Context: an optimization exercise on an open-source flow, tuned for small area and a short achievable clock period. The choices shown serve that exercise and are no tape-out recipe.
In this exercise RTL edits were held to simulation tests only and were not proved equivalent to the original.
Power figures rest on the tool's default switching activity, not on a simulated workload.

$ cat flow/constraint.sdc
create_clock -name core_clock -period 4.0 [get_ports {clock}]
set_input_delay 0.8000 -clock core_clock [delete_from_list [all_inputs] [get_ports {clock}]]
set_output_delay 0.8000 -clock core_clock [all_outputs]
set_load 0.01 [all_outputs]
$ cat flow/design.v
module KF6845_Bus_Control_Logic (
    input   logic           clock,
    input   logic           reset,
    input   logic           CS_N,
    input   logic           RS,
    input   logic           ENABLE,
    input   logic           R_OR_W,
    input   logic   [7:0]   D_IN,
    output  logic   [7:0]   internal_data_bus,
    output  logic   [15:0]  write_register,
    output  logic           read_next,
    output  logic   [4:0]   address
);
    logic   [7:0]   latch_data;
    always_ff @(posedge clock) begin
        latch_data  <= D_IN;
    end
    assign  internal_data_bus   = latch_data;
    logic           wr_addr_arm;
    logic           wr_reg_arm;
    logic           wr_vt_arm;
    logic           wr_adj_arm;
    logic           wr_msl_arm;
    wire    sel_wr  = ENABLE & ~CS_N & ~R_OR_W;
    assign  read_next   = ENABLE & ~CS_N &  R_OR_W & RS;
    always_ff @(posedge clock, posedge reset) begin
        if (reset) begin
            wr_addr_arm     <= 1'b0;
            wr_reg_arm      <= 1'b0;
            wr_vt_arm       <= 1'b0;
            wr_adj_arm      <= 1'b0;
            wr_msl_arm      <= 1'b0;
        end
        else begin
            wr_addr_arm     <= sel_wr & ~RS;
            wr_reg_arm      <= sel_wr &  RS;
            wr_vt_arm       <= sel_wr &  RS & (address == 5'h04);
            wr_adj_arm      <= sel_wr &  RS & (address == 5'h05);
            wr_msl_arm      <= sel_wr &  RS & (address == 5'h09);
        end
    end
    always_ff @(posedge clock, posedge reset) begin
        if (reset)
            address             <= 5'h00;
        else if (wr_addr_arm & ~ENABLE)
            address             <= latch_data[4:0];
    end
    wire    write_reg   = wr_reg_arm & ~ENABLE;
    genvar i;
    generate
        for (i = 0; i < 16; i = i + 1) begin : g_we
            if (i == 4)
                assign  write_register[i]   = wr_vt_arm & ~ENABLE;
            else if (i == 5)
                assign  write_register[i]   = wr_adj_arm & ~ENABLE;
            else if (i == 9)
                assign  write_register[i]   = wr_msl_arm & ~ENABLE;
            else
                assign  write_register[i]   = write_reg & (address == i);
        end
    endgenerate
endmodule
module KF6845_Horizontal_Control (
    input   logic           clock,
    input   logic           video_clock_enable,
    input   logic           reset,
    input   logic   [7:0]   internal_data_bus,
    input   logic           write_horizontal_total_register,
    input   logic           write_horizontal_displayed_register,
    input   logic           write_horizontal_sync_position_register,
    input   logic           write_horizontal_sync_width_register,
    output  logic           Horizontal,
    output  logic           Horizontal_Half,
    output  logic           Horizontal_End,
    output  logic           H_Display,
    output  logic           HSYNC
);
    logic   [7:0]   horizontal_total;
    logic   [7:0]   horizontal_displayed;
    logic   [7:0]   horizontal_sync_position;
    logic   [3:0]   horizontal_sync_width;
    always_ff @(posedge clock, posedge reset) begin
        if (reset) begin
            horizontal_total            <= 8'h00;
            horizontal_displayed        <= 8'h00;
            horizontal_sync_position    <= 8'h00;
            horizontal_sync_width       <= 4'h0;
        end
        else begin
            if (write_horizontal_total_register)
                horizontal_total            <= internal_data_bus;
            if (write_horizontal_displayed_register)
                horizontal_displayed        <= internal_data_bus;
            if (write_horizontal_sync_position_register)
                horizontal_sync_position    <= internal_data_bus;
            if (write_horizontal_sync_width_register)
                horizontal_sync_width       <= internal_data_bus[3:0];
        end
    end
    logic   [7:0]   counter_plus_one;
    wire    [7:0]   next_horizontal_counter = Horizontal ? 8'h00 : counter_plus_one;
    always_ff @(posedge clock, posedge reset) begin
        if (reset)
            counter_plus_one    <= 8'h00;
        else if (video_clock_enable)
            counter_plus_one    <= next_horizontal_counter + 8'h01;
    end
    wire    wire_Horizontal         = (next_horizontal_counter == horizontal_total);
    wire    wire_Horizontal_Half    = (next_horizontal_counter == {1'b0, horizontal_total[7:1]});
    wire    wire_Horizontal_End     = (next_horizontal_counter == horizontal_displayed);
    wire    wire_Sync_Start         = (next_horizontal_counter == horizontal_sync_position);
    logic   [3:0]   horizontal_sync_width_counter;
    logic           reset_horizontal_sync_width;
    wire    [3:0]   next_horizontal_sync_width_counter =
                        reset_horizontal_sync_width ? 4'h0 :
                        HSYNC ? horizontal_sync_width_counter + 4'h1 : horizontal_sync_width_counter;
    wire    wire_reset_horizontal_sync_width = (next_horizontal_sync_width_counter == horizontal_sync_width);
    always_ff @(posedge clock, posedge reset) begin
        if (reset) begin
            horizontal_sync_width_counter   <= 4'h0;
            reset_horizontal_sync_width     <= 1'b0;
            Horizontal                      <= 1'b0;
            Horizontal_Half                 <= 1'b0;
            Horizontal_End                  <= 1'b0;
            H_Display                       <= 1'b0;
            HSYNC                           <= 1'b0;
        end
        else if (video_clock_enable) begin
            horizontal_sync_width_counter   <= next_horizontal_sync_width_counter;
            reset_horizontal_sync_width     <= wire_reset_horizontal_sync_width;
            Horizontal                      <= wire_Horizontal;
            Horizontal_Half                 <= wire_Horizontal_Half;
            Horizontal_End                  <= wire_Horizontal_End;
            H_Display                       <= ~wire_Horizontal_End & (wire_Horizontal | H_Display);
            HSYNC                           <= ~wire_reset_horizontal_sync_width & (wire_Sync_Start | HSYNC);
        end
    end
endmodule
module KF6845_Vertical_Control (
    input   logic           clock,
    input   logic           video_clock_enable,
    input   logic           reset,
    input   logic   [7:0]   internal_data_bus,
    input   logic           write_vertical_total_register,
    input   logic           write_vertical_total_adjust_register,
    input   logic           write_vertical_displayed_register,
    input   logic           write_vertical_sync_position_register,
    input   logic           write_interlace_mode_register,
    input   logic           write_maximum_scan_line_register,
    input   logic           Horizontal,
    input   logic           Horizontal_Half,
    output  logic           V_total_at,
    output  logic           Scanline_End_at,
    output  logic           V_Display,
    output  logic   [4:0]   RA,
    output  logic           VSYNC
);
    function automatic logic inc_eq7(input logic [6:0] a, input logic [6:0] b);
        logic [6:0] diff;
        logic [6:0] ones_below;
        integer i;
        begin
            diff = a ^ b;
            for (i = 0; i < 7; i = i + 1)
                ones_below[i] = ~|(~a & ((7'd1 << i) - 7'd1));
            inc_eq7 = (diff == ones_below);
        end
    endfunction
    function automatic logic inc_eq5(input logic [4:0] a, input logic [4:0] b);
        logic [4:0] diff;
        logic [4:0] ones_below;
        integer i;
        begin
            diff = a ^ b;
            for (i = 0; i < 5; i = i + 1)
                ones_below[i] = ~|(~a & ((5'd1 << i) - 5'd1));
            inc_eq5 = (diff == ones_below);
        end
    endfunction
    function automatic logic inc_eq4(input logic [3:0] a, input logic [3:0] b);
        logic [3:0] diff;
        logic [3:0] ones_below;
        integer i;
        begin
            diff = a ^ b;
            for (i = 0; i < 4; i = i + 1)
                ones_below[i] = ~|(~a & ((4'd1 << i) - 4'd1));
            inc_eq4 = (diff == ones_below);
        end
    endfunction
    function automatic logic inc2_eq5(input logic [4:0] a, input logic [4:0] b);
        inc2_eq5 = (a[0] == b[0]) & inc_eq4(a[4:1], b[4:1]);
    endfunction
    logic   [6:0]   vertical_total_m1;             
    wire    [6:0]   bus7_m1 = internal_data_bus[6:0] - 7'h01;
    logic   [4:0]   vertical_total_adjust;
    logic   [6:0]   vertical_displayed;
    logic   [6:0]   vertical_sync_position_m1;     
    logic   [1:0]   interlace_mode;
    logic   [4:0]   maximum_scan_line;
    always_ff @(posedge clock, posedge reset) begin
        if (reset) begin
            vertical_total_m1           <= 7'h7F;
            vertical_total_adjust       <= 5'h00;
            vertical_displayed          <= 7'h00;
            vertical_sync_position_m1   <= 7'h3E;
            interlace_mode              <= 2'b00;
            maximum_scan_line           <= 5'h00;
        end
        else begin
            if (write_vertical_total_register)
                vertical_total_m1       <= bus7_m1;
            if (write_vertical_total_adjust_register)
                vertical_total_adjust   <= internal_data_bus[4:0];
            if (write_vertical_displayed_register)
                vertical_displayed      <= internal_data_bus[6:0];
            if (write_vertical_sync_position_register)
                vertical_sync_position_m1   <= internal_data_bus[6:0] - 7'h01;
            if (write_interlace_mode_register)
                interlace_mode          <= internal_data_bus[1:0];
            if (write_maximum_scan_line_register)
                maximum_scan_line       <= internal_data_bus[4:0];
        end
    end
    logic   [4:0]   scan_line_counter;
    logic   [6:0]   character_row_counter;
    logic   [1:0]   interlace;
    logic           odd_or_even;
    logic           Vadjust;
    logic           ra_base;
    logic   [3:0]   Vsync_counter;
    logic           Vsync_odd;
    logic           Vsync_even;
    logic           scan_line_match;
    logic           adjust_match;
    logic           adjust_match_m1;
    logic           row_match;
    logic           adjust_zero;     
    always_ff @(posedge clock, posedge reset) begin
        if (reset)
            adjust_zero     <= 1'b1;
        else if (write_vertical_total_adjust_register)
            adjust_zero     <= ~|internal_data_bus[4:0];
    end
    wire    v_total_match   = odd_or_even ? (adjust_zero ? row_match : (Vadjust & adjust_match_m1))
                                          : (Vadjust & adjust_match);
    wire    [4:0]   bus5    = internal_data_bus[4:0];
    wire    [6:0]   bus7    = internal_data_bus[6:0];
    wire    sl_eq_bus       = (scan_line_counter == bus5);
    wire    sl1_eq_bus      = inc_eq5(scan_line_counter, bus5);
    wire    sl2_eq_bus      = inc2_eq5(scan_line_counter, bus5);
    wire    sl1_eq_msl      = inc_eq5(scan_line_counter, maximum_scan_line);
    wire    sl2_eq_adj      = inc2_eq5(scan_line_counter, vertical_total_adjust);
    wire    bus5_zero       = (bus5 == 5'd0);
    wire    bus5_one        = (bus5 == 5'd1);
    wire    msl_zero        = ~|maximum_scan_line;
    wire    adj_one         = (vertical_total_adjust == 5'd1);
    wire    row_eq_bus      = (character_row_counter == bus7);
    wire    row1_eq_bus     = (character_row_counter == bus7_m1);
    wire    row1_eq_vt      = (character_row_counter == vertical_total_m1);
    wire    bus7_zero       = (bus7 == 7'd0);
    wire    vt_zero         = &vertical_total_m1;
    wire    we_msl          = write_maximum_scan_line_register;
    wire    we_adj          = write_vertical_total_adjust_register;
    wire    we_vt           = write_vertical_total_register;
    always_ff @(posedge clock, posedge reset) begin
        if (reset) begin
            scan_line_match     <= 1'b1;
            adjust_match        <= 1'b1;
            adjust_match_m1     <= 1'b0;
            row_match           <= 1'b1;
        end
        else if (video_clock_enable & Horizontal & (v_total_match | scan_line_match)) begin
            scan_line_match     <= we_msl ? bus5_zero : msl_zero;
            adjust_match        <= we_adj ? bus5_zero : adjust_zero;
            adjust_match_m1     <= we_adj ? bus5_one  : adj_one;
            if (v_total_match)
                row_match       <= we_vt ? bus7_zero : vt_zero;
            else
                row_match       <= we_vt ? row1_eq_bus : row1_eq_vt;
        end
        else if (video_clock_enable & Horizontal) begin
            scan_line_match     <= we_msl ? sl1_eq_bus : sl1_eq_msl;
            adjust_match        <= we_adj ? sl1_eq_bus : adjust_match_m1;
            adjust_match_m1     <= we_adj ? sl2_eq_bus : sl2_eq_adj;
            row_match           <= we_vt  ? row_eq_bus : row_match;
        end
        else begin
            scan_line_match     <= we_msl ? sl_eq_bus  : scan_line_match;
            adjust_match        <= we_adj ? sl_eq_bus  : adjust_match;
            adjust_match_m1     <= we_adj ? sl1_eq_bus : adjust_match_m1;
            row_match           <= we_vt  ? row_eq_bus : row_match;
        end
    end
    assign  Scanline_End_at = Horizontal & scan_line_match;
    assign  V_total_at      = Horizontal & v_total_match;
    wire    vdisp_zero  = ~|vertical_displayed;
    wire    vdisp_inc   = inc_eq7(character_row_counter, vertical_displayed);
    wire    vdisp_hold  = (character_row_counter == vertical_displayed);
    wire    vsp_zero    = &vertical_sync_position_m1;
    wire    vsp_inc     = (character_row_counter == vertical_sync_position_m1);
    wire    v_display_hold  = ~vdisp_hold & V_Display;
    wire    v_display_event = V_total_at      ? ~vdisp_zero :
                              Scanline_End_at ? (~vdisp_inc & V_Display) : v_display_hold;
    wire    vsync_start     = Scanline_End_at & (V_total_at ? vsp_zero : vsp_inc);
    always_ff @(posedge clock, posedge reset) begin
        if (reset) begin
            scan_line_counter       <= 5'h00;
            character_row_counter   <= 7'h00;
            interlace               <= 2'b00;
            odd_or_even             <= 1'b1;
            Vadjust                 <= 1'b0;
            V_Display               <= 1'b0;
            ra_base                 <= 1'b0;
            Vsync_counter           <= 4'h0;
            Vsync_odd               <= 1'b0;
            Vsync_even              <= 1'b0;
        end
        else begin
            V_Display               <= video_clock_enable ? v_display_event : v_display_hold;
            if (video_clock_enable) begin
                if (V_total_at)
                    character_row_counter   <= 7'h00;
                else if (Scanline_End_at)
                    character_row_counter   <= character_row_counter + 7'h01;
                if (V_total_at) begin
                    interlace           <= interlace_mode;
                    odd_or_even         <= ~interlace_mode[0] | ~odd_or_even;
                end
                if (V_total_at)
                    Vadjust             <= 1'b0;
                else if (Scanline_End_at & row_match)
                    Vadjust             <= 1'b1;
                if (Horizontal) begin
                    if (v_total_match | scan_line_match) begin
                        scan_line_counter   <= 5'h00;
                        ra_base             <= (&interlace) & odd_or_even;
                    end
                    else begin
                        scan_line_counter   <= scan_line_counter + 5'h01;
                    end
                    if (vsync_start) begin
                        Vsync_odd           <= 1'b1;
                        Vsync_counter       <= 4'h0;
                    end
                    else begin
                        if (&Vsync_counter)
                            Vsync_odd       <= 1'b0;
                        Vsync_counter       <= Vsync_counter + 4'h1;
                    end
                end
                if (Horizontal_Half)
                    Vsync_even          <= Vsync_odd;
            end
        end
    end
    assign  VSYNC   = odd_or_even ? Vsync_odd : Vsync_even;
    assign  RA      = (&interlace) ? {scan_line_counter[3:0], ra_base}
                                   : scan_line_counter + {4'h0, ra_base};
endmodule
module KF6845_Linear_Address_Generator (
    input   logic           clock,
    input   logic           video_clock_enable,
    input   logic           reset,
    input   logic   [7:0]   internal_data_bus,
    input   logic           write_start_address_h_register,
    input   logic           write_start_address_l_register,
    input   logic           Horizontal,
    input   logic           Horizontal_End,
    input   logic           V_total_at,
    input   logic           Scanline_End_at,
    output  logic   [13:0]  MA
);
    logic   [13:0]  start_address;
    always_ff @(posedge clock, posedge reset) begin
        if (reset)
            start_address   <= 14'h0;
        else begin
            if (write_start_address_h_register)
                start_address[13:8] <= internal_data_bus[5:0];
            if (write_start_address_l_register)
                start_address[7:0]  <= internal_data_bus;
        end
    end
    wire    [13:0]  increment_ma = MA + 14'h1;
    logic   [13:0]  retrace_ma;
    logic   [13:0]  next_line_ma;
    wire    [13:0]  line_ma = V_total_at ? start_address :
                              Scanline_End_at ? next_line_ma : retrace_ma;
    always_ff @(posedge clock, posedge reset) begin
        if (reset) begin
            retrace_ma      <= 14'h0;
            next_line_ma    <= 14'h0;
            MA              <= 14'h0;
        end
        else if (video_clock_enable) begin
            if (Horizontal)
                retrace_ma  <= line_ma;
            if (Horizontal_End)
                next_line_ma    <= increment_ma;
            MA              <= Horizontal ? line_ma : increment_ma;
        end
    end
endmodule
module KF6845_Cursor (
    input   logic           clock,
    input   logic           video_clock_enable,
    input   logic           reset,
    input   logic   [7:0]   internal_data_bus_in,
    input   logic           write_cursor_start_register,
    input   logic           write_cursor_end_register,
    input   logic           write_cursor_h_register,
    input   logic           write_cursor_l_register,
    output  logic   [13:0]  cursor_address,
    input   logic           V_total_at,
    input   logic   [4:0]   RA,
    input   logic   [13:0]  MA,
    output  logic           CURSOR
);
    logic   [1:0]   blink_config;
    logic   [4:0]   cursor_start;
    logic   [4:0]   cursor_end;
    always_ff @(posedge clock, posedge reset) begin
        if (reset) begin
            blink_config            <= 2'h1;
            cursor_start            <= 5'h0;
            cursor_end              <= 5'h0;
            cursor_address          <= 14'h0;
        end
        else begin
            if (write_cursor_start_register) begin
                blink_config        <= internal_data_bus_in[6:5];
                cursor_start        <= internal_data_bus_in[4:0];
            end
            if (write_cursor_end_register)
                cursor_end          <= internal_data_bus_in[4:0];
            if (write_cursor_h_register)
                cursor_address[13:8] <= internal_data_bus_in[5:0];
            if (write_cursor_l_register)
                cursor_address[7:0] <= internal_data_bus_in;
        end
    end
    logic   [4:0]   field_rate_counter;
    logic           cursor_on;
    wire    V_total = video_clock_enable & V_total_at;
    always_ff @(posedge clock, posedge reset) begin
        if (reset) begin
            field_rate_counter      <= 5'h0;
            cursor_on               <= 1'b0;
        end
        else begin
            if (V_total)
                field_rate_counter  <= field_rate_counter + 5'h1;
            if (~blink_config[1])
                cursor_on           <= ~blink_config[0];
            else if (V_total & ~|field_rate_counter[3:0] & (~blink_config[0] | ~field_rate_counter[4]))
                cursor_on           <= ~cursor_on;
        end
    end
    wire    cursor_character = (cursor_address == MA);
    wire    cursor_scanline  = (cursor_start <= RA) && (RA <= cursor_end);
    assign  CURSOR  = cursor_character & cursor_scanline & cursor_on;
endmodule
module KF6845_Light_Pen (
    input   logic           clock,
    input   logic           video_clock_enable,
    input   logic           reset,
    output  logic   [13:0]  light_pen,
    output  logic   [13:0]  next_light_pen,
    input   logic   [13:0]  MA,
    input   logic           LPSTB
);
    logic   prev_lpstb;
    always_ff @(posedge clock, posedge reset) begin
        if (reset)
            prev_lpstb      <= 1'b1;
        else if (video_clock_enable)
            prev_lpstb      <= LPSTB;
    end
    assign  next_light_pen  = (video_clock_enable & ~prev_lpstb & LPSTB) ? MA : light_pen;
    always_ff @(posedge clock, posedge reset) begin
        if (reset)
            light_pen       <= 14'h0;
        else
            light_pen       <= next_light_pen;
    end
endmodule
module KF6845 (
    input   logic           clock,
    input   logic           video_clock_enable,
    input   logic           reset,
    input   logic           CS_N,
    input   logic           RS,
    input   logic           ENABLE,
    input   logic           R_OR_W,
    input   logic   [7:0]   D_IN,
    output  logic   [7:0]   D_OUT,
    input   logic           LPSTB,
    output  logic           CURSOR,
    output  logic           HSYNC,
    output  logic           VSYNC,
    output  logic   [4:0]   RA,
    output  logic   [13:0]  MA,
    output  logic           DE
);
    logic   [7:0]   internal_data_bus;
    logic   [15:0]  write_register;
    logic           read_next;
    logic   [4:0]   address;
    logic   [13:0]  next_light_pen;
    logic           Horizontal;
    logic           Horizontal_Half;
    logic           Horizontal_End;
    logic           H_Display;
    logic           V_Display;
    logic           V_total_at;
    logic           Scanline_End_at;
    logic           CURSOR_Buffer;
    logic           HSYNC_Buffer;
    logic           VSYNC_Buffer;
    logic   [4:0]   RA_Buffer;
    logic   [13:0]  MA_Buffer;
    logic   [13:0]  cursor_address;
    logic   [13:0]  light_pen;
    KF6845_Bus_Control_Logic u_Bus_Control_Logic (
        .clock                                      (clock),
        .reset                                      (reset),
        .CS_N                                       (CS_N),
        .RS                                         (RS),
        .ENABLE                                     (ENABLE),
        .R_OR_W                                     (R_OR_W),
        .D_IN                                       (D_IN),
        .internal_data_bus                          (internal_data_bus),
        .write_register                             (write_register),
        .read_next                                  (read_next),
        .address                                    (address)
    );
    KF6845_Horizontal_Control u_Horizontal_Control (
        .clock                                      (clock),
        .video_clock_enable                         (video_clock_enable),
        .reset                                      (reset),
        .internal_data_bus                          (internal_data_bus),
        .write_horizontal_total_register            (write_register[0]),
        .write_horizontal_displayed_register        (write_register[1]),
        .write_horizontal_sync_position_register    (write_register[2]),
        .write_horizontal_sync_width_register       (write_register[3]),
        .Horizontal                                 (Horizontal),
        .Horizontal_Half                            (Horizontal_Half),
        .Horizontal_End                             (Horizontal_End),
        .H_Display                                  (H_Display),
        .HSYNC                                      (HSYNC_Buffer)
    );
    KF6845_Vertical_Control u_Vertical_Control (
        .clock                                      (clock),
        .video_clock_enable                         (video_clock_enable),
        .reset                                      (reset),
        .internal_data_bus                          (internal_data_bus),
        .write_vertical_total_register              (write_register[4]),
        .write_vertical_total_adjust_register       (write_register[5]),
        .write_vertical_displayed_register          (write_register[6]),
        .write_vertical_sync_position_register      (write_register[7]),
        .write_interlace_mode_register              (write_register[8]),
        .write_maximum_scan_line_register           (write_register[9]),
        .Horizontal                                 (Horizontal),
        .Horizontal_Half                            (Horizontal_Half),
        .V_total_at                                 (V_total_at),
        .V_Display                                  (V_Display),
        .Scanline_End_at                            (Scanline_End_at),
        .RA                                         (RA_Buffer),
        .VSYNC                                      (VSYNC_Buffer)
    );
    KF6845_Linear_Address_Generator u_Linear_Address_Generator (
        .clock                                      (clock),
        .video_clock_enable                         (video_clock_enable),
        .reset                                      (reset),
        .internal_data_bus                          (internal_data_bus),
        .write_start_address_h_register             (write_register[12]),
        .write_start_address_l_register             (write_register[13]),
        .Horizontal                                 (Horizontal),
        .Horizontal_End                             (Horizontal_End),
        .V_total_at                                 (V_total_at),
        .Scanline_End_at                            (Scanline_End_at),
        .MA                                         (MA_Buffer)
    );
    KF6845_Cursor u_Cursor (
        .clock                                      (clock),
        .video_clock_enable                         (video_clock_enable),
        .reset                                      (reset),
        .internal_data_bus_in                       (internal_data_bus),
        .write_cursor_start_register                (write_register[10]),
        .write_cursor_end_register                  (write_register[11]),
        .write_cursor_h_register                    (write_register[14]),
        .write_cursor_l_register                    (write_register[15]),
        .cursor_address                             (cursor_address),
        .V_total_at                                 (V_total_at),
        .RA                                         (RA_Buffer),
        .MA                                         (MA_Buffer),
        .CURSOR                                     (CURSOR_Buffer)
    );
    KF6845_Light_Pen u_Light_Pen (
        .clock                                      (clock),
        .video_clock_enable                         (video_clock_enable),
        .reset                                      (reset),
        .light_pen                                  (light_pen),
        .next_light_pen                             (next_light_pen),
        .MA                                         (MA),
        .LPSTB                                      (LPSTB)
    );
    logic   [7:0]   read_data;
    always_comb begin
        case (address)
            5'h0E:   read_data  = {2'b00, cursor_address[13:8]};
            5'h0F:   read_data  = cursor_address[7:0];
            5'h10:   read_data  = {2'b00, next_light_pen[13:8]};
            5'h11:   read_data  = next_light_pen[7:0];
            default: read_data  = 8'hFF;
        endcase
    end
    always_ff @(posedge clock, posedge reset) begin
        if (reset)
            D_OUT   <= 8'hFF;
        else
            D_OUT   <= read_next ? read_data : 8'hFF;
    end
    always_ff @(posedge clock, posedge reset) begin
        if (reset) begin
            CURSOR  <= 1'b0;
            HSYNC   <= 1'b0;
            VSYNC   <= 1'b0;
            RA      <= 5'h0;
            MA      <= 14'h0;
            DE      <= 1'b0;
        end
        else begin
            CURSOR  <= CURSOR_Buffer;
            HSYNC   <= HSYNC_Buffer;
            VSYNC   <= VSYNC_Buffer;
            RA      <= RA_Buffer;
            MA      <= MA_Buffer;
            DE      <= H_Display & V_Display;
        end
    end
endmodule
$ cat flow/run.sh
#!/bin/bash
# synth_recipe.tcl (not shown) runs the flow's synth.tcl, then flattens the netlist and writes it again
# the make line also repeats each setting of config.mk as NAME=value (left out here)
make -C /OpenROAD-flow-scripts/flow DESIGN_CONFIG=/design/flow/config.mk WORK_HOME=/design/flow/orfs CLKGATE_MAP_FILE= SYNTH_SCRIPT=/design/flow/synth_recipe.tcl finish
$ cat flow/config.mk
export PLATFORM = sky130hd
export DESIGN_NAME = KF6845
export DESIGN_NICKNAME = KF6845
export VERILOG_FILES = /design/flow/design.v
export SDC_FILE = /design/flow/constraint.sdc
export NUM_CORES = 4
export LEC_CHECK = 0
export ABC_AREA = 1
export CAP_MARGIN = 20
export CORE_MARGIN = 2
export CORE_UTILIZATION = 60
export CTS_BUF_LIST = sky130_fd_sc_hd__clkbuf_8
export SETUP_SLACK_MARGIN = 2.3
export SLEW_MARGIN = 20
export TNS_END_PERCENT = 20
==> results.py, run 1 <==
metrics = {
    "status": {
        "status": "timing/DRC/antenna clean",
    },
    "worst_setup_path": {
        "end_kind": "output port",
        "crit_required_ns": 3.20,
        "worst-setup-path-type": "reg -> out",
        "reg2reg_depth": 13,
        "crit_fanout": 1,
        "cp.buffers_inverters": 1,
        "cp.arrival_ns": 1.18,
        "cp_top_family": "flip-flops",
        "crit_path_top_delay_cell": "dfstp_2",
        "rr_endpoint": "u_Vertical_Control.V_Display",
        "r2r-start": "u_Vertical_Control.character_row_counter[1]",
        "path_cells": "buf_6",
        "cp.depth": 1,
        "crit_path_start": "D_OUT[6]",
        "endpoint": "D_OUT[6]",
        "r2r_slack_ns": 2.12,
        "cp-start-kind": "flop",
        "slowest_delay_ns": 0.53,
    },
    "clock_tree": {
        "htreeDepth": 2,
        "clockBufferDepth": 3,
        "clkSlewWorstSetupHoldPaths_ns": 0.06,
        "cts_root_buf": "clkbuf_8",
        "clkLatencyLatePin_ns": 0.56,
        "cts_made_buffers": 44,
        "cts_tree": "built",
        "clkSinkCount": 260,
    },
    "routing": {
        "drt-wirelength-per-cell_um": 17.89,
        "via_per_inst": 5.578,
        "ant_nets": 0,
        "detail_route.first_pass.iterations": 6,
        "dr.first_iter.drc_count": 864,
        "drc": 0,
        "vias": 10880,
        "drt_wl_total_um": 34880,
    },
    "power": {
        "power_density_nw_per_um2": 542.5,
        "max-vdd-ir-drop_mv": 0.3487,
        "power_mw": 8.247,
        "cellLeakagePower_nw": 7.404,
    },
    "floorplan": {
        "num_rows": 53,
        "ios": 47,
        "core_area_um2": 20890,
        "initial_utilization_pct": 60.66,
        "dieHeight_um": 149.3,
        "die_w_um": 149.3,
        "die_area_um2": 22300,
    },
    "timing": {
        "rsz0062_at_grt": "true",
        "finClkSkew_ns": 0.02991,
        "final-setup-viol-count": 0,
        "fin_hold_ws_ns": 0.4069,
        "tightest_slew_ns": 0.6282,
        "period_minus_slack_ns": 1.984,
        "finalCritPeriodShare_pct": 49.61,
        "setup_ws_ns": 2.016,
        "max_slew_margin_pct": 58.07,
        "finalHoldViolCount": 0,
        "fmax_mhz": 504.0,
        "slew_violations": 0,
    },
    "cells_and_area": {
        "diodes": 0,
        "synthToLayoutAreaGrowth_pct": 19.95,
        "finalNonFillerCells": 1950,
        "drive_gt1_share_pct": 19.16,
        "final_core_util_pct": 72.77,
        "nNetsFinal": 1676,
    },
    "grt": {
        "antenna_found_initial": 0,
        "grt_pass1_vias": 10240,
        "grt_pass1_wl_um": 55320,
        "grt.overflow.total": 0,
        "track_usage_pct": 31.96,
        "grt_max_degree": 172,
    },
    "synth": {
        "synth_area_um2": 12670,
        "synthArstFlopShare_pct": 96.92,
        "ys.flop_type": "dfrtp_1",
        "yosysSeqAreaShare_pct": 51.29,
        "ys_warn_count": 7,
        "synth_edf_count": 0,
        "yosysUniqueCellTypes": 50,
        "ys_ff_latch": 260,
        "synth_nets": 1557,
        "syn_inst": 1523,
        "avgSynthCellArea_um2": 8.321,
    },
    "min_path": {
        "hp-class": "reg -> reg",
    },
    "place": {
        "finalWeightedCongestion": 0.9228,
        "dp_hpwl_um": 21830,
        "placed_cells": 1800,
        "io_buffers": 46,
        "dp_slack_ns": 1.047,
    },
    "flow_run": {
        "maxCapViolations": 0,
    },
}
==> synthesized netlist by cell type, types with 2 or more instances <==
cell       number  share of area, %
nor3_2          5              0.39
dfxtp_1         8               1.3
nor4_1          6              0.30
nand2_1       452                13
clkbuf_1       22              0.65
nand2_2         4              0.20
o22ai_1        15              0.74
clkinv_1        2             0.059
nand4_1        19              0.94
nor2_4          2              0.18
or2_2           5              0.25
or2_0           2             0.099
o2111ai_1       3              0.21
o221ai_1        5              0.35
o211ai_1       29               1.7
and3_1          2             0.099
nor2_2          7              0.35
xnor2_1        30               2.1
o21ai_1         6              0.24
ha_1           18               1.8
nand3_1        87               3.4
a31oi_1         3              0.15
inv_2           6              0.18
nand3b_1        2              0.12
dfrtp_1       225                44
nand3_2         2              0.16
a221oi_1        3              0.21
o21ai_0       155               6.1
dfstp_2        27               5.6
buf_2          21              0.83
a21oi_1        23              0.91
buf_4           7              0.41
nor2_1         81               2.4
inv_1         150               4.4
nor3_1         20              0.79
o21ai_2         2              0.14
clkbuf_2        3              0.12
xor2_1         49               3.4
a211oi_1        4              0.24
==> registers in the layout, indices dropped and copies added, names as in the netlist, 8 cells and up <==
signal,cells
D_OUT,8
u_Horizontal_Control.horizontal_displayed,8
u_Horizontal_Control.counter_plus_one,8
u_Light_Pen.light_pen,14
u_Linear_Address_Generator.start_address,14
u_Bus_Control_Logic.latch_data,8
u_Horizontal_Control.horizontal_sync_position,8
u_Linear_Address_Generator.next_line_ma,14
u_Linear_Address_Generator.MA,14
u_Linear_Address_Generator.retrace_ma,14
u_Horizontal_Control.horizontal_total,8
MA,14
u_Cursor.cursor_address,14
==> final cells by class <==
class,instances,area (um^2)
Clock buffer,49,674.4
Clock inverter,30,123.9
Fill cell,1665,5688
Inverter,158,660.6
Multi-Input combinational cell,1051,5746
Sequential cell,260,6528
Tap cell,275,344.1
Timing Repair Buffer,125,1110
Timing Repair inverter,2,15.01
==> worst min path at each step <==
stage | from | depth (start not counted) | end | slack, ns
floorplan | u_Horizontal_Control.HSYNC | 0 | HSYNC | 0.35
global placement | u_Linear_Address_Generator.MA[13] | 0 | MA[13] | 0.39
detailed placement | u_Linear_Address_Generator.MA[13] | 0 | MA[13] | 0.39
CTS | u_Linear_Address_Generator.MA[13] | 0 | MA[13] | 0.41
global route | u_Linear_Address_Generator.MA[13] | 0 | MA[13] | 0.43
finish | u_Linear_Address_Generator.MA[13] | 0 | MA[13] | 0.41
==> per-stage QoR <==
step	TNS [ns]	cell area [um^2]
after floorplan	-21.07	12680
after global placement	0	13320
after detailed placement	0	13320
after CTS	0	14780
after global routing	0	15200
final	0	15200
==> logic make-up after synthesis <==
logic type	share of synthesized area, %
compound gates	11.51
fa+ha+maj	1.777
xor+xnor	5.460
buf+inv	6.754
simple gates	23.20
flops	51.29
==> metal layers <==
layer  GRT usage, %  wire [um]  up-vias
li1               -          -     5210
met1          45.94      15280     5152
met2          49.12      15910      434
met3          6.239       2592       81
met4          10.62       1101        0
met5              0          0        -
==> where the power goes <==
part	leakage (nW)	switching, mW	internal, mW
clock	0.503	1.06	1.12
sequential	3.29	0.396	3.11
combinational	3.61	1.51	1.05
total	7.40	2.97	5.28
==> timing repair <==
item                                    4_1_cts  5_1_grt
hold buffers                                  0        0
endpoints found under the setup margin      373      354
gates resized for setup                     229       68
pin swaps                                    14       17
gates cloned                                  3        1
setup buffers                                42       25
==> layout by cell type, fill, tap and decap left out, drive strengths merged, types with 11 or more instances in the layout <==
cell type,count
nand4,19
ha,18
nor2,90
nor3,25
clkbuf,55
xor2,49
xnor2,30
a21oi,23
clkdlybuf4s50,12
nand2,456
o22ai,15
o211ai,29
nand3,89
buf,105
o21ai,163
dfstp,27
clkinvlp,11
dfrtp,225
inv,174
==> run 2: changes to the inputs <==
--- a/flow/config.mk
+++ b/flow/config.mk
@@ -12,4 +12,3 @@
 export CTS_BUF_LIST = sky130_fd_sc_hd__clkbuf_8
 export SETUP_SLACK_MARGIN = 2.3
 export SLEW_MARGIN = 20
-export TNS_END_PERCENT = 20
==> run 2 against run 1 <==
Net effect:
- utilization increased by 4.0 points
- total power up 7.9%
- sequential share of layout area down 2.1 points
- highest routed layer unchanged
- worst setup slack better by 0.027 ns
- still clean
- register-to-register slack improved by 0.02 ns
==> results.py, run 2 <==
metrics = {
    "status": {
        "status": "timing/DRC/antenna clean",
    },
    "floorplan": {
        "dieHeight_um": 149.3,
        "ios": 47,
        "num_rows": 53,
        "die_area_um2": 22300,
        "die_w_um": 149.3,
        "initial_utilization_pct": 60.66,
        "core_area_um2": 20890,
    },
    "synth": {
        "synth_commonest_cells": "nand2_1, dfrtp_1, o21ai_0, inv_1, nand3_1",
        "synth_edf_count": 0,
        "synthTopCellsByArea": "dfrtp_1, nand2_1, o21ai_0",
        "ys_warn_count": 7,
        "yosysUniqueCellTypes": 50,
        "synth_top_area_share_pct": 44.43,
        "synth_simple_gate_area_share_pct": 23.20,
        "synth-compound-area-share_pct": 11.51,
        "yosysTopAreaCell": "dfrtp_1",
        "yosysSeqAreaShare_pct": 51.29,
        "ys_ff_latch": 260,
        "avgSynthCellArea_um2": 8.321,
        "synth_xor_area_share_pct": 5.460,
        "syn_inst": 1523,
        "synthAdderAreaFrac_pct": 1.777,
        "ys.flop_type": "dfrtp_1",
        "synth_nets": 1557,
        "synthArstFlopShare_pct": 96.92,
        "synth_area_um2": 12670,
        "synth_top_family_by_area": "simple AND/OR/NAND/NOR gates",
        "synth_mux_area_share_pct": 0,
        "yosysMostFrequentCell": "nand2_1",
    },
    "routing": {
        "vias": 11270,
        "ant_nets": 0,
        "drt-wirelength-per-cell_um": 18.17,
        "drc": 0,
        "drt_wl_total_um": 35950,
        "dr.first_iter.drc_count": 970,
        "detail_route.first_pass.iterations": 5,
        "via_per_inst": 5.698,
    },
    "min_path": {
        "hold_end": "MA[13]",
        "hp-class": "reg -> reg",
        "hp-start": "u_Linear_Address_Generator.MA[13]",
        "whs_path_depth": 0,
    },
    "grt": {
        "antenna_found_initial": 1,
        "grt.overflow.total": 0,
        "grt_max_degree": 82,
        "track_usage_pct": 31.37,
        "grt_pass1_vias": 10510,
        "grt_pass1_wl_um": 54620,
    },
    "clock_tree": {
        "clkSinkCount": 260,
        "htreeDepth": 2,
        "clkSlewWorstSetupHoldPaths_ns": 0.06,
        "clockBufferDepth": 3,
        "cts_tree": "built",
        "cts_made_buffers": 44,
        "cts_hold_buf": 0,
        "cts_root_buf": "clkbuf_8",
        "clkLatencyLatePin_ns": 0.55,
    },
    "place": {
        "dp_hpwl_um": 21930,
        "dpl_cell_area_um2": 13400,
        "finalWeightedCongestion": 0.8924,
        "io_buffers": 46,
        "placed_cells": 1799,
    },
    "timing": {
        "finClkSkew_ns": 0.02391,
        "finalCritPeriodShare_pct": 48.93,
        "fin_hold_ws_ns": 0.4270,
        "rsz0062_at_grt": "true",
        "slew_violations": 0,
        "period_minus_slack_ns": 1.957,
        "tightest_slew_ns": 0.6443,
        "final-setup-viol-count": 0,
        "max_slew_margin_pct": 57.00,
        "fmax_mhz": 510.9,
        "finalHoldViolCount": 0,
    },
    "worst_setup_path": {
        "crit_fanout": 1,
        "crit_required_ns": 3.20,
        "worst-setup-path-type": "reg -> out",
        "r2r_slack_ns": 2.14,
        "cp-start-kind": "flop",
        "slowest_delay_ns": 0.53,
        "cp.arrival_ns": 1.16,
        "end_kind": "output port",
        "r2r-start": "u_Horizontal_Control.Horizontal",
        "crit_path_top_delay_cell": "dfstp_2",
        "path_cells": "buf_6",
        "cp_top_family": "flip-flops",
        "rr_endpoint": "u_Linear_Address_Generator.MA[7]",
        "cp.buffers_inverters": 1,
        "reg2reg_depth": 9,
    },
    "cells_and_area": {
        "nNetsFinal": 1706,
        "finalNonFillerCells": 1978,
        "design_area_um2": 16030,
        "drive_gt1_share_pct": 24.49,
        "diodes": 0,
        "layout_commonest_cell": "nand2_1",
        "final_cell_mix": "nand2_1, dfrtp_1, inv_1",
        "synthToLayoutAreaGrowth_pct": 26.53,
    },
    "flow_run": {
        "maxCapViolations": 0,
    },
    "power": {
        "cellLeakagePower_nw": 7.792,
        "power_mw": 8.896,
        "power_density_nw_per_um2": 554.8,
        "max-vdd-ir-drop_mv": 0.3826,
    },
}
==> run 2: repair_timing <==
item,4_1_cts,5_1_grt
pin swaps,19,53
endpoints found under the hold margin,0,0
cloned,3,3
setup endpoints to repair,232,175
buffers inserted,45,51
gates resized for setup,245,143
==> run 2: how the worst max path moves through the flow <==
stage / startpoint / cells after the start / endpoint / slack (ns)
after global placement: video_clock_enable / 9 / D_OUT[7] / 1.24
after floorplan: reset / 1 / CURSOR / -0.09
final: D_OUT[4] / 1 / D_OUT[4] / 2.04
after detailed placement: video_clock_enable / 9 / D_OUT[7] / 1.18
after CTS: D_OUT[3] / 1 / D_OUT[3] / 2.02
after global routing: D_OUT[1] / 1 / D_OUT[1] / 2.01
==> run 2: final cells by class <==
class | instances | area, um^2
clock buffer | 61 | 839.6
clock inverter | 16 | 117.6
fill | 1540 | 4855
inverter | 158 | 676.9
multi-input combinational | 1052 | 6057
sequential | 260 | 6541
tap | 275 | 344.1
timing repair buffer | 154 | 1441
timing repair inverter | 2 | 16.27
==> run 2: logic make-up (layout without fill, tap and decap cells) <==
kind of cell	after synthesis	count (layout)
and+or+nand+nor	698	699
DFF	260	260
AOI/OAI and AO/OA	256	256
buffers and inverters	212	391
xor gates and xnor gates	79	79
adders and majority gates	18	18
==> run 2: where the power goes <==
group | total, mW | internal [mW] | leakage (nW) | switching [mW]
registers | 3.55 | 3.12 | 3.29 | 0.429
logic | 2.79 | 1.19 | 3.97 | 1.60
clock network | 2.55 | 1.48 | 0.536 | 1.08
total | 8.90 | 5.79 | 7.79 | 3.11
==> run 2: stage by stage <==
step	setup slack [ns]	util, %	TNS [ns]
floorplan	-0.09363	-	-21.07
global placement	1.238	64.14	0
detailed placement	1.176	64.14	0
CTS	2.020	72.28	0
global route	2.008	76.76	0
finish	2.043	76.76	0
==> run 2: per-layer routing <==
layer  share of wire, %  global-route usage, %
met1                 42                  43.45
met2                 46                  50.05
met3                7.7                  5.443
met4                3.8                  11.48
met5                  0                      0
==> run 3: changes to the inputs <==
--- a/flow/config.mk
+++ b/flow/config.mk
@@ -10,5 +10,5 @@
 export CORE_MARGIN = 2
 export CORE_UTILIZATION = 60
 export CTS_BUF_LIST = sky130_fd_sc_hd__clkbuf_8
-export SETUP_SLACK_MARGIN = 2.3
+export SETUP_SLACK_MARGIN = 2.0
 export SLEW_MARGIN = 20
==> run 3 against run 2 <==
Net effect:
- still clean
- combinational power is 19% lower
- critical path depth is the same
- register-to-register slack worse by 0.05 ns
- clock skew up 0.0029 ns
- first-iteration DRC count down 3.0%
- critical path type unchanged
- largest power group unchanged
- highest routed layer unchanged
==> results.py, run 3 <==
metrics = {
    "clock_tree": {
        "cts_tree": "built",
        "cts_hold_buf": 0,
        "clkSinkCount": 260,
        "cts_made_buffers": 44,
        "htreeDepth": 2,
        "clkSlewWorstSetupHoldPaths_ns": 0.06,
        "clockBufferDepth": 3,
        "cts_root_buf": "clkbuf_8",
        "clkLatencyLatePin_ns": 0.55,
    },
    "synth": {
        "ys.flop_type": "dfrtp_1",
        "ys_ff_latch": 260,
        "synth_area_um2": 12670,
        "synthArstFlopShare_pct": 96.92,
        "synthTopCellsByArea": "dfrtp_1, nand2_1, o21ai_0",
        "yosysSeqAreaShare_pct": 51.29,
        "yosysTopAreaCell": "dfrtp_1",
        "avgSynthCellArea_um2": 8.321,
        "syn_inst": 1523,
        "synth_top_area_share_pct": 44.43,
        "yosysMostFrequentCell": "nand2_1",
        "synth_commonest_cells": "nand2_1, dfrtp_1, o21ai_0, inv_1, nand3_1",
        "synth_edf_count": 0,
        "synth_nets": 1557,
        "yosysUniqueCellTypes": 50,
        "ys_warn_count": 7,
    },
    "worst_setup_path": {
        "slowest_delay_ns": 0.53,
        "cp_top_family": "flip-flops",
        "path_cells": "buf_6",
        "crit_path_top_delay_cell": "dfstp_2",
        "r2r_slack_ns": 2.09,
        "crit_required_ns": 3.20,
        "end_kind": "output port",
        "worst-setup-path-type": "reg -> out",
        "crit_fanout": 1,
        "cp.buffers_inverters": 1,
        "cp.arrival_ns": 1.17,
        "cp-start-kind": "flop",
    },
    "routing": {
        "detail_route.first_pass.iterations": 5,
        "ant_nets": 0,
        "drt-wirelength-per-cell_um": 17.29,
        "vias": 10660,
        "drc": 0,
        "drt_wl_total_um": 33100,
        "via_per_inst": 5.571,
        "dr.first_iter.drc_count": 941,
    },
    "timing": {
        "finalHoldViolCount": 0,
        "rsz0062_at_grt": "true",
        "max_slew_margin_pct": 41.85,
        "period_minus_slack_ns": 1.975,
        "setup_tns_ns": 0,
        "fin_hold_ws_ns": 0.4057,
        "finClkSkew_ns": 0.02682,
        "finalCritPeriodShare_pct": 49.37,
        "fmax_mhz": 506.4,
        "slew_violations": 0,
        "final-setup-viol-count": 0,
        "tightest_slew_ns": 0.8722,
    },
    "cells_and_area": {
        "nNetsFinal": 1640,
        "design_area_um2": 14640,
        "final_cell_mix": "nand2_1, dfrtp_1, inv_1",
        "layout_commonest_cell": "nand2_1",
        "drive_gt1_share_pct": 14.03,
        "synthToLayoutAreaGrowth_pct": 15.50,
        "final_core_util_pct": 70.07,
        "diodes": 0,
    },
    "grt": {
        "grt_max_degree": 172,
        "track_usage_pct": 30.84,
        "antenna_found_initial": 0,
        "grt_pass1_vias": 9989,
        "grt.overflow.total": 0,
        "grt_pass1_wl_um": 53450,
    },
    "floorplan": {
        "num_rows": 53,
        "die_area_um2": 22300,
        "core_area_um2": 20890,
        "ios": 47,
        "die_w_um": 149.3,
        "dieHeight_um": 149.3,
        "initial_utilization_pct": 60.66,
    },
    "power": {
        "share_comb_of_total_power_pct": 28.6,
        "pwr-share-seq_pct": 44.1,
        "cellLeakagePower_nw": 7.128,
        "switching_share_pct": 35.36,
        "power_density_nw_per_um2": 542.8,
        "max-vdd-ir-drop_mv": 0.3482,
        "p_sw_mw": 2.809,
        "clkPwrFrac_pct": 27.3,
        "p_int_mw": 5.135,
    },
    "min_path": {
        "hp-class": "reg -> reg",
    },
    "place": {
        "dp_hpwl_um": 21830,
        "io_buffers": 46,
        "finalWeightedCongestion": 0.9228,
        "dpl_cell_area_um2": 13320,
    },
    "status": {
        "status": "timing/DRC/antenna clean",
    },
    "flow_run": {
        "maxCapViolations": 0,
    },
}
-- run 3: cell counts after synthesis --
Identical to the previous run, type by type.
-- run 3: path summary, 6_finish.rpt --
kind	start	endpoint	cells after the start
setup / recovery	D_OUT[6]	D_OUT[6]	1
hold / removal	u_Linear_Address_Generator.MA[13]	MA[13]	0
setup reg to reg	u_Bus_Control_Logic.latch_data[6]	u_Vertical_Control.row_match	8
hold reg to reg	u_Linear_Address_Generator.MA[13]	MA[13]	0
max in group asynchronous	reset	u_Vertical_Control.character_row_counter[1]	3
min in group asynchronous	reset	u_Linear_Address_Generator.MA[7]	2
-- run 3: worst register-to-register path, stage by stage (launching register included) --
cell      delay [ns]
dfxtp_1         0.37
clkinv_1        0.59
nand2_1         0.30
nand3_1         0.14
nand2_1         0.10
nand2_1         0.05
nand2_1         0.06
nand4_1         0.09
a21oi_1         0.15
-- run 3: cell type report --
class	count	area [um^2]
clock buffer	49	674.4
tap	275	344.1
fill	1758	6252
timing repair inverter	2	15.01
timing repair buffer	89	837.1
sequential	260	6516
inverter	158	628.1
clock inverter	30	123.9
multi-input combinational	1051	5498
-- run 3: logic make-up (layout without fill, tap and decap cells) --
family                   Yosys count  after routing  share of synthesized area (%)
buffers and inverters            212            328                          6.754
flip-flops                       260            260                          51.29
AND/OR/NAND/NOR                  698            698                          23.20
adder cells (fa/ha/maj)           18             18                          1.777
XOR/XNOR                          79             79                          5.460
AO/OA/AOI/OAI                    256            256                          11.51
-- run 3: per-layer routing --
| metal | wire length, um | global-route usage, % | vias to the layer above |
|---|---|---|---|
| met5 | 0 | 0 | - |
| met4 | 864 | 9.524 | 0 |
| met3 | 2356 | 5.810 | 69 |
| met2 | 15120 | 47.37 | 384 |
| met1 | 14760 | 44.81 | 5081 |
| li1 | - | - | 5129 |
-- run 3: power by group through the flow --
stage,clock network (mW),logic [mW],registers [mW]
2_1_floorplan,0,1.57,3.42
3_3_place_gp,0,2.02,3.57
3_5_place_dp,0,2.06,3.57
4_1_cts,2.21,2.15,3.50
5_1_grt,2.34,2.57,3.56
6_report,2.17,2.27,3.51
-- run 3: repair_timing --
action / in CTS / in global routing
pin swaps: 2 / 9
setup endpoints to repair: 138 / 154
gates cloned: 1 / 1
gates resized for setup: 102 / 74
endpoints found under the hold margin: 0 / 0
setup buffers: 13 / 20
-- run 3: stage by stage --
stage / worst slack [ns] / power (mW) / instances
finish: 2.025 / 7.945 / 1914
global route: 1.948 / 8.473 / 1914
CTS: 1.805 / 7.855 / 1893
detailed placement: 1.047 / 5.635 / 1800
global placement: 1.117 / 5.591 / 1800
floorplan: -0.09363 / 4.983 / 1523
==> run 4: changes to the inputs <==
--- a/flow/design.v
+++ b/flow/design.v
@@ -224,7 +224,7 @@
     end
     logic   [4:0]   scan_line_counter;
     logic   [6:0]   character_row_counter;
-    logic   [1:0]   interlace;
+    logic           interlace_video;     
     logic           odd_or_even;
     logic           Vadjust;
     logic           ra_base;
@@ -307,7 +307,7 @@
         if (reset) begin
             scan_line_counter       <= 5'h00;
             character_row_counter   <= 7'h00;
-            interlace               <= 2'b00;
+            interlace_video         <= 1'b0;
             odd_or_even             <= 1'b1;
             Vadjust                 <= 1'b0;
             V_Display               <= 1'b0;
@@ -324,7 +324,7 @@
                 else if (Scanline_End_at)
                     character_row_counter   <= character_row_counter + 7'h01;
                 if (V_total_at) begin
-                    interlace           <= interlace_mode;
+                    interlace_video     <= &interlace_mode;
                     odd_or_even         <= ~interlace_mode[0] | ~odd_or_even;
                 end
                 if (V_total_at)
@@ -334,7 +334,7 @@
                 if (Horizontal) begin
                     if (v_total_match | scan_line_match) begin
                         scan_line_counter   <= 5'h00;
-                        ra_base             <= (&interlace) & odd_or_even;
+                        ra_base             <= interlace_video & odd_or_even;
                     end
                     else begin
                         scan_line_counter   <= scan_line_counter + 5'h01;
@@ -355,7 +355,7 @@
         end
     end
     assign  VSYNC   = odd_or_even ? Vsync_odd : Vsync_even;
-    assign  RA      = (&interlace) ? {scan_line_counter[3:0], ra_base}
+    assign  RA      = interlace_video ? {scan_line_counter[3:0], ra_base}
                                    : scan_line_counter + {4'h0, ra_base};
 endmodule
 module KF6845_Linear_Address_Generator (
--- a/flow/config.mk
+++ b/flow/config.mk
@@ -10,5 +10,7 @@
 export CORE_MARGIN = 2
 export CORE_UTILIZATION = 60
 export CTS_BUF_LIST = sky130_fd_sc_hd__clkbuf_8
+export CTS_CLUSTER_DIAMETER = 60
+export CTS_CLUSTER_SIZE = 16
 export SETUP_SLACK_MARGIN = 2.0
 export SLEW_MARGIN = 20
==> run 4 against run 3 <==
Net effect:
- synthesized cell count decreased by 0.26%
- via count down 2.8%
- fmax fell by 2.2%
- design area fell by 2.9%
- total power up 4.5%
- worst setup slack got worse by 0.044 ns
- critical path type is now in -> reg
==> results.py, run 4 <==
metrics = {
    "floorplan": {
        "ios": 47,
        "core_area_um2": 20960,
        "initial_utilization_pct": 60.88,
        "num_rows": 53,
        "die_area_um2": 22450,
        "dieHeight_um": 149.8,
        "die_w_um": 149.8,
    },
    "grt": {
        "antenna_found_initial": 0,
        "grt_max_degree": 173,
        "grt_pass1_wl_um": 51780,
        "grt_pass1_vias": 9952,
        "track_usage_pct": 29.22,
        "grt.overflow.total": 0,
    },
    "place": {
        "finalWeightedCongestion": 0.9045,
        "dpl_cell_area_um2": 13430,
        "io_buffers": 46,
        "dp_slack_ns": 1.036,
        "dp_hpwl_um": 21710,
    },
    "timing": {
        "fmax_mhz": 495.3,
        "setup_ws_ns": 1.981,
        "slew_violations": 0,
        "fin_hold_ws_ns": 0.4784,
        "final-setup-viol-count": 0,
        "finalCritPeriodShare_pct": 50.47,
        "finalHoldViolCount": 0,
        "period_minus_slack_ns": 2.019,
        "tightest_slew_ns": 0.9988,
        "max_slew_margin_pct": 33.41,
        "rsz0062_at_grt": "true",
        "finClkSkew_ns": 0.03162,
    },
    "power": {
        "power_mw": 8.305,
        "max-vdd-ir-drop_mv": 0.4933,
        "power_density_nw_per_um2": 584.6,
        "cellLeakagePower_nw": 6.752,
    },
    "worst_setup_path": {
        "cp.arrival_ns": 2.43,
        "cp.buffers_inverters": 2,
        "path_cells": "clkdlybuf4s50_1, inv_2, nand2_1, nor2_4, nand3_1, nand2_1, o21ai_1",
        "crit_required_ns": 4.41,
        "cp_top_family": "simple AND/OR/NAND/NOR gates",
        "slowest_delay_ns": 0.45,
        "end_kind": "flop",
        "crit_path_top_delay_cell": "nand3_1",
        "crit_fanout": 16,
        "cp-start-kind": "primary input",
        "cp_common_cell": "nand2_1",
        "worst-setup-path-type": "in -> reg",
    },
    "clock_tree": {
        "htreeDepth": 1,
        "cts_tree": "built",
        "clockBufferDepth": 3,
        "clkSlewWorstSetupHoldPaths_ns": 0.10,
        "clkSinkCount": 259,
        "cts_made_buffers": 24,
        "cts_root_buf": "clkbuf_8",
        "clkLatencyLatePin_ns": 0.57,
        "cts_hold_buf": 0,
    },
    "min_path": {
        "hp-class": "reg -> reg",
    },
    "routing": {
        "drt-wirelength-per-cell_um": 17.27,
        "via_per_inst": 5.568,
        "detail_route.first_pass.iterations": 5,
        "ant_nets": 0,
        "drt_wl_total_um": 32150,
        "drc": 0,
        "dr.first_iter.drc_count": 746,
        "vias": 10370,
    },
    "synth": {
        "synthArstFlopShare_pct": 96.91,
        "yosysTopAreaCell": "dfrtp_1",
        "synth_edf_count": 0,
        "syn_inst": 1519,
        "synth_area_um2": 12760,
        "synthTopCellsByArea": "dfrtp_1, nand2_1, dfstp_2",
        "ys_ff_latch": 259,
        "ys.flop_type": "dfrtp_1",
        "avgSynthCellArea_um2": 8.399,
        "yosysMostFrequentCell": "nand2_1",
        "synth_nets": 1554,
        "yosysUniqueCellTypes": 52,
        "synth_top_area_share_pct": 43.93,
        "ys_warn_count": 7,
        "yosysSeqAreaShare_pct": 50.75,
        "synth_commonest_cells": "nand2_1, dfrtp_1, inv_1, o21ai_0, nor2_1",
    },
    "cells_and_area": {
        "fill_cells": 1795,
        "seqCellArea_um2": 6487,
        "design_area_um2": 14210,
        "nNetsFinal": 1605,
        "final_cell_mix": "nand2_1, dfrtp_1, inv_1",
        "synthToLayoutAreaGrowth_pct": 11.36,
        "layout_commonest_cell": "nand2_1",
        "drive_gt1_share_pct": 13.80,
        "diodes": 0,
        "multi_input_area_um2": 5600,
    },
    "flow_run": {
        "maxCapViolations": 0,
    },
    "status": {
        "status": "timing/DRC/antenna clean",
    },
}
[run 4: cell type report]
cell class,count,area share [%]
Sequential cell,259,45.66
Multi-Input combinational cell,1047,39.42
Inverter,162,4.518
Timing Repair Buffer,76,4.395
Clock buffer,25,2.422
Tap cell,275,2.422
Clock inverter,18,1.162
[run 4: worst paths after layout]
check | start | end | slack [ns] | cells past startpoint
hold / removal | u_Light_Pen.prev_lpstb | u_Light_Pen.prev_lpstb | 0.48 | 2
max in group asynchronous | reset | u_Linear_Address_Generator.MA[0] | 2.34 | 3
setup / recovery | ENABLE | u_Linear_Address_Generator.start_address[5] | 1.98 | 7
setup reg to reg | u_Vertical_Control.ra_base | CURSOR | 2.03 | 13
min in group asynchronous | reset | u_Cursor.cursor_end[1] | 0.81 | 3
hold reg to reg | u_Light_Pen.prev_lpstb | u_Light_Pen.prev_lpstb | 0.48 | 2
[run 4: worst reg2reg max path, delay by kind of cell (launching register included)]
kind	cells	cell delay, ns
simple gates	8	0.64
fa+ha+maj	3	0.59
flops	1	0.44
compound gates	1	0.15
buf+inv	1	0.06
[run 4: timing repair]
item / CTS / global route
setup buffers: 8 / 12
gates resized for setup: 129 / 51
pin swaps: 3 / 11
cloned: 0 / 1
setup endpoints to repair: 136 / 127
[run 4: cells by family after synthesis]
family	share of synthesized area [%]
flops	50.75
simple gates	23.73
fa+ha+maj	1.863
xor+xnor	5.070
buf+inv	6.600
compound gates	11.98
[run 4: metal layers]
layer	global-route usage (%)	vias to the layer above	part of all wire, %
li1	-	5075	-
met1	41.10	4933	44
met2	47.88	309	47
met3	3.720	51	6.3
met4	8.632	0	2.7
met5	0	-	0
[run 4: where the power goes]
group / leakage [nW] / internal (mW) / total, mW / switching (mW)
sequential: 3.31 / 3.24 / 3.88 / 0.632
combinational: 3.17 / 1.07 / 2.71 / 1.64
clock: 0.279 / 0.747 / 1.72 / 0.975
total: 6.75 / 5.06 / 8.31 / 3.25
[run 4: per-stage QoR]
stage | TNS [ns] | instances | util, %
finish | 0 | 1862 | 67.80
global route | 0 | 1862 | 67.80
CTS | 0 | 1849 | 66.96
detailed placement | 0 | 1798 | 64.11
global placement | 0 | 1798 | 64.11
floorplan | -17.84 | 1519 | -
==> run 5: changes to the inputs <==
--- a/flow/config.mk
+++ b/flow/config.mk
@@ -10,7 +10,5 @@
 export CORE_MARGIN = 2
 export CORE_UTILIZATION = 60
 export CTS_BUF_LIST = sky130_fd_sc_hd__clkbuf_8
-export CTS_CLUSTER_DIAMETER = 60
-export CTS_CLUSTER_SIZE = 16
 export SETUP_SLACK_MARGIN = 2.0
 export SLEW_MARGIN = 20
==> run 5 against run 4 <==
Net effect:
- total power grew 7.7%
- sequential share of layout area shrank 1.3 points
- utilization grew 2.0 points
- critical endpoint is now u_Horizontal_Control.horizontal_displayed[6]
- largest cell class unchanged
- via count grew 2.0%
- cell count grew 1.5%
- sequential power is essentially flat
==> results.py, run 5 <==
metrics = {
    "clock_tree": {
        "cts_tree": "built",
        "cts_root_buf": "clkbuf_8",
        "cts_made_buffers": 44,
        "clkSlewWorstSetupHoldPaths_ns": 0.06,
        "clockBufferDepth": 3,
        "cts_hold_buf": 0,
        "clkSinkCount": 259,
        "htreeDepth": 2,
        "clkLatencyLatePin_ns": 0.54,
    },
    "cells_and_area": {
        "drive_gt1_share_pct": 13.75,
        "final_core_util_pct": 69.75,
        "diodes": 0,
        "nNetsFinal": 1620,
        "fill_cells": 1756,
        "final_cell_mix": "nand2_1, dfrtp_1, inv_1",
        "layout_commonest_cell": "nand2_1",
        "finalNonFillerCells": 1890,
        "synthToLayoutAreaGrowth_pct": 14.56,
    },
    "floorplan": {
        "num_rows": 53,
        "die_area_um2": 22450,
        "core_area_um2": 20960,
        "die_w_um": 149.8,
        "initial_utilization_pct": 60.88,
        "dieHeight_um": 149.8,
        "ios": 47,
    },
    "synth": {
        "synthTopCellsByArea": "dfrtp_1, nand2_1, dfstp_2",
        "yosysTopAreaCell": "dfrtp_1",
        "yosysMostFrequentCell": "nand2_1",
        "yosysSeqAreaShare_pct": 50.75,
        "synth_area_um2": 12760,
        "synthArstFlopShare_pct": 96.91,
        "synth_top_area_share_pct": 43.93,
        "ys.flop_type": "dfrtp_1",
        "synth_nets": 1554,
        "yosysUniqueCellTypes": 52,
        "ys_ff_latch": 259,
        "syn_inst": 1519,
        "synth_edf_count": 0,
        "synth_commonest_cells": "nand2_1, dfrtp_1, inv_1, o21ai_0, nor2_1",
        "ys_warn_count": 7,
        "avgSynthCellArea_um2": 8.399,
    },
    "routing": {
        "dr.first_iter.drc_count": 856,
        "drc": 0,
        "ant_nets": 0,
        "drt-wirelength-per-cell_um": 17.29,
        "via_per_inst": 5.595,
        "drt_wl_total_um": 32690,
        "vias": 10570,
        "detail_route.first_pass.iterations": 5,
    },
    "flow_run": {
        "maxCapViolations": 0,
    },
    "worst_setup_path": {
        "rr_endpoint": "CURSOR",
        "worst-setup-path-type": "in -> reg",
        "crit_path_top_delay_cell": "clkdlybuf4s50_1",
        "crit_required_ns": 4.39,
        "r2r_slack_ns": 2.04,
        "end_kind": "flop",
        "slowest_delay_ns": 0.44,
        "cp_common_cell": "nand2_1",
        "r2r-start": "u_Vertical_Control.scan_line_counter[0]",
        "cp.arrival_ns": 2.38,
        "path_cells": "clkdlybuf4s50_1, inv_4, nand2_1, nor2_4, nand3_2, nand2_1, o21ai_0",
        "reg2reg_depth": 12,
        "cp-start-kind": "primary input",
        "crit_fanout": 16,
    },
    "power": {
        "power_density_nw_per_um2": 611.8,
        "max-vdd-ir-drop_mv": 0.4891,
        "cellLeakagePower_nw": 6.944,
    },
    "place": {
        "dp_hpwl_um": 21710,
        "finalWeightedCongestion": 0.9045,
        "placed_cells": 1798,
        "io_buffers": 46,
    },
    "grt": {
        "grt_pass1_vias": 10100,
        "grt_pass1_wl_um": 52520,
        "antenna_found_initial": 0,
        "grt_max_degree": 173,
        "grt.overflow.total": 0,
        "track_usage_pct": 29.70,
    },
    "timing": {
        "slew_violations": 0,
        "finalCritPeriodShare_pct": 49.62,
        "tightest_slew_ns": 0.9951,
        "finalHoldViolCount": 0,
        "final-setup-viol-count": 0,
        "finClkSkew_ns": 0.02292,
        "max_slew_margin_pct": 33.66,
        "period_minus_slack_ns": 1.985,
        "fmax_mhz": 503.8,
        "rsz0062_at_grt": "true",
    },
    "min_path": {
        "hp-start": "u_Light_Pen.light_pen[7]",
        "whs_path_depth": 2,
        "hp-class": "reg -> reg",
        "hold_end": "u_Light_Pen.light_pen[7]",
    },
    "status": {
        "status": "timing/DRC/antenna clean",
    },
}
-- run 5: cell families (layout without fill, tap and decap cells) --
family          after synthesis  count (layout)  share of synthesized area [%]
simple gates                691             692                          23.73
compound gates              263             263                          11.98
flops                       259             259                          50.75
buf+inv                     214             309                          6.600
xor+xnor                     73              73                          5.070
fa+ha+maj                    19              19                          1.863
-- run 5: worst max-delay path by stage --
stage | end | slack [ns] | startpoint | cells after the start
after global routing | u_Horizontal_Control.horizontal_displayed[6] | 1.90 | ENABLE | 6
after global placement | D_OUT[7] | 1.03 | video_clock_enable | 10
after floorplan | CURSOR | -0.08 | reset | 1
final | u_Horizontal_Control.horizontal_displayed[6] | 2.02 | ENABLE | 7
after CTS | u_Horizontal_Control.horizontal_total[7] | 1.97 | ENABLE | 6
after detailed placement | D_OUT[7] | 1.04 | video_clock_enable | 10
-- run 5: layout make-up --
cell class              count  area, um^2  share of cell area, %
clock buffers              54       743.2                  5.085
clock inverters            22       115.1                 0.7875
multi-input cells        1047        5650                  38.66
well taps                 275       344.1                  2.354
inverters                 162       644.4                  4.408
repair buffers             70       624.3                  4.272
flip-flops and latches    259        6487                  44.38
repair inverters            1       7.507                0.05136
-- run 5: layer usage --
metal | GRT usage (%) | wire (um) | part of all wire, %
met1 | 41.04 | 14360 | 44
met2 | 48.74 | 15730 | 48
met3 | 4.329 | 1841 | 5.6
met4 | 9.481 | 749 | 2.3
met5 | 0 | 0 | 0
-- run 5: worst max-delay path, delay by kind of cell --
| family | cells | cell delay, ns |
|---|---|---|
| buffers and inverters | 2 | 0.58 |
| and+or+nand+nor | 4 | 0.90 |
| AOI/OAI and AO/OA | 1 | 0.10 |
-- run 5: timing repair --
item,4_1_cts,5_1_grt
pin swaps,4,12
setup buffers,4,10
cloned,0,2
gates resized for setup,96,53
setup endpoints to repair,143,109
-- run 5: metrics by stage --
| step | hold slack (ns) | worst slack [ns] | instance area (um^2) | power [mW] | TNS (ns) |
|---|---|---|---|---|---|
| floorplan | 0.3487 | -0.07964 | 12780 | 5.658 | -17.84 |
| global route | 0.4879 | 1.900 | 14620 | 9.523 | 0 |
| detailed placement | 0.4568 | 1.036 | 13430 | 6.496 | 0 |
| finish | 0.4722 | 2.015 | 14620 | 8.942 | 0 |
| CTS | 0.4690 | 1.973 | 14360 | 8.848 | 0 |
| global placement | 0.4530 | 1.033 | 13430 | 6.423 | 0 |
-- run 5: power by group --
group          switching (mW)  internal [mW]
combinational            1.65           1.08
clock                    1.04           1.28
sequential              0.639           3.25
total                    3.33           5.61

[afterwards: timing with drivers on the ports]
The flow's constraints put no driver on any port. The routed layouts listed below were extracted and timed again, unchanged, in two steps.
Step 1, drivers: a clkbuf_16 drives clock and a buf_2 each remaining input, both assumed.
Step 2 adds t to the input delays and takes it off the output delays; t is the mean of the earliest and latest rising clock arrival at the registers after step 1. Input paths then give back, and output paths get back, about the clock's delay inside the block.
a / b / c = ideal / step 1 / step 2; a / b = the first two.
run	t, ns	setup WS [ns]	hold WS [ns]	cell pins on the clock port's net
run 1	0.590	2.016 / 1.970 / 1.629	0.407 / 0.407 / 0.407	1
run 2	0.583	2.043 / 1.996 / 1.803	0.427 / 0.427 / 0.427	1
run 3	0.585	2.025 / 1.980 / 1.565	0.406 / 0.406 / 0.406	1
run 4	0.594	1.981 / 1.970 / 1.407	0.478 / 0.478 / 0.478	1
run 5	0.575	2.015 / 1.986 / 1.461	0.472 / 0.472 / 0.472	1
After both steps every run listed still meets setup and hold. For run 4, which loses most, drivers alone change the setup slack by -0.011 ns; drivers and shift together by -0.574 ns.
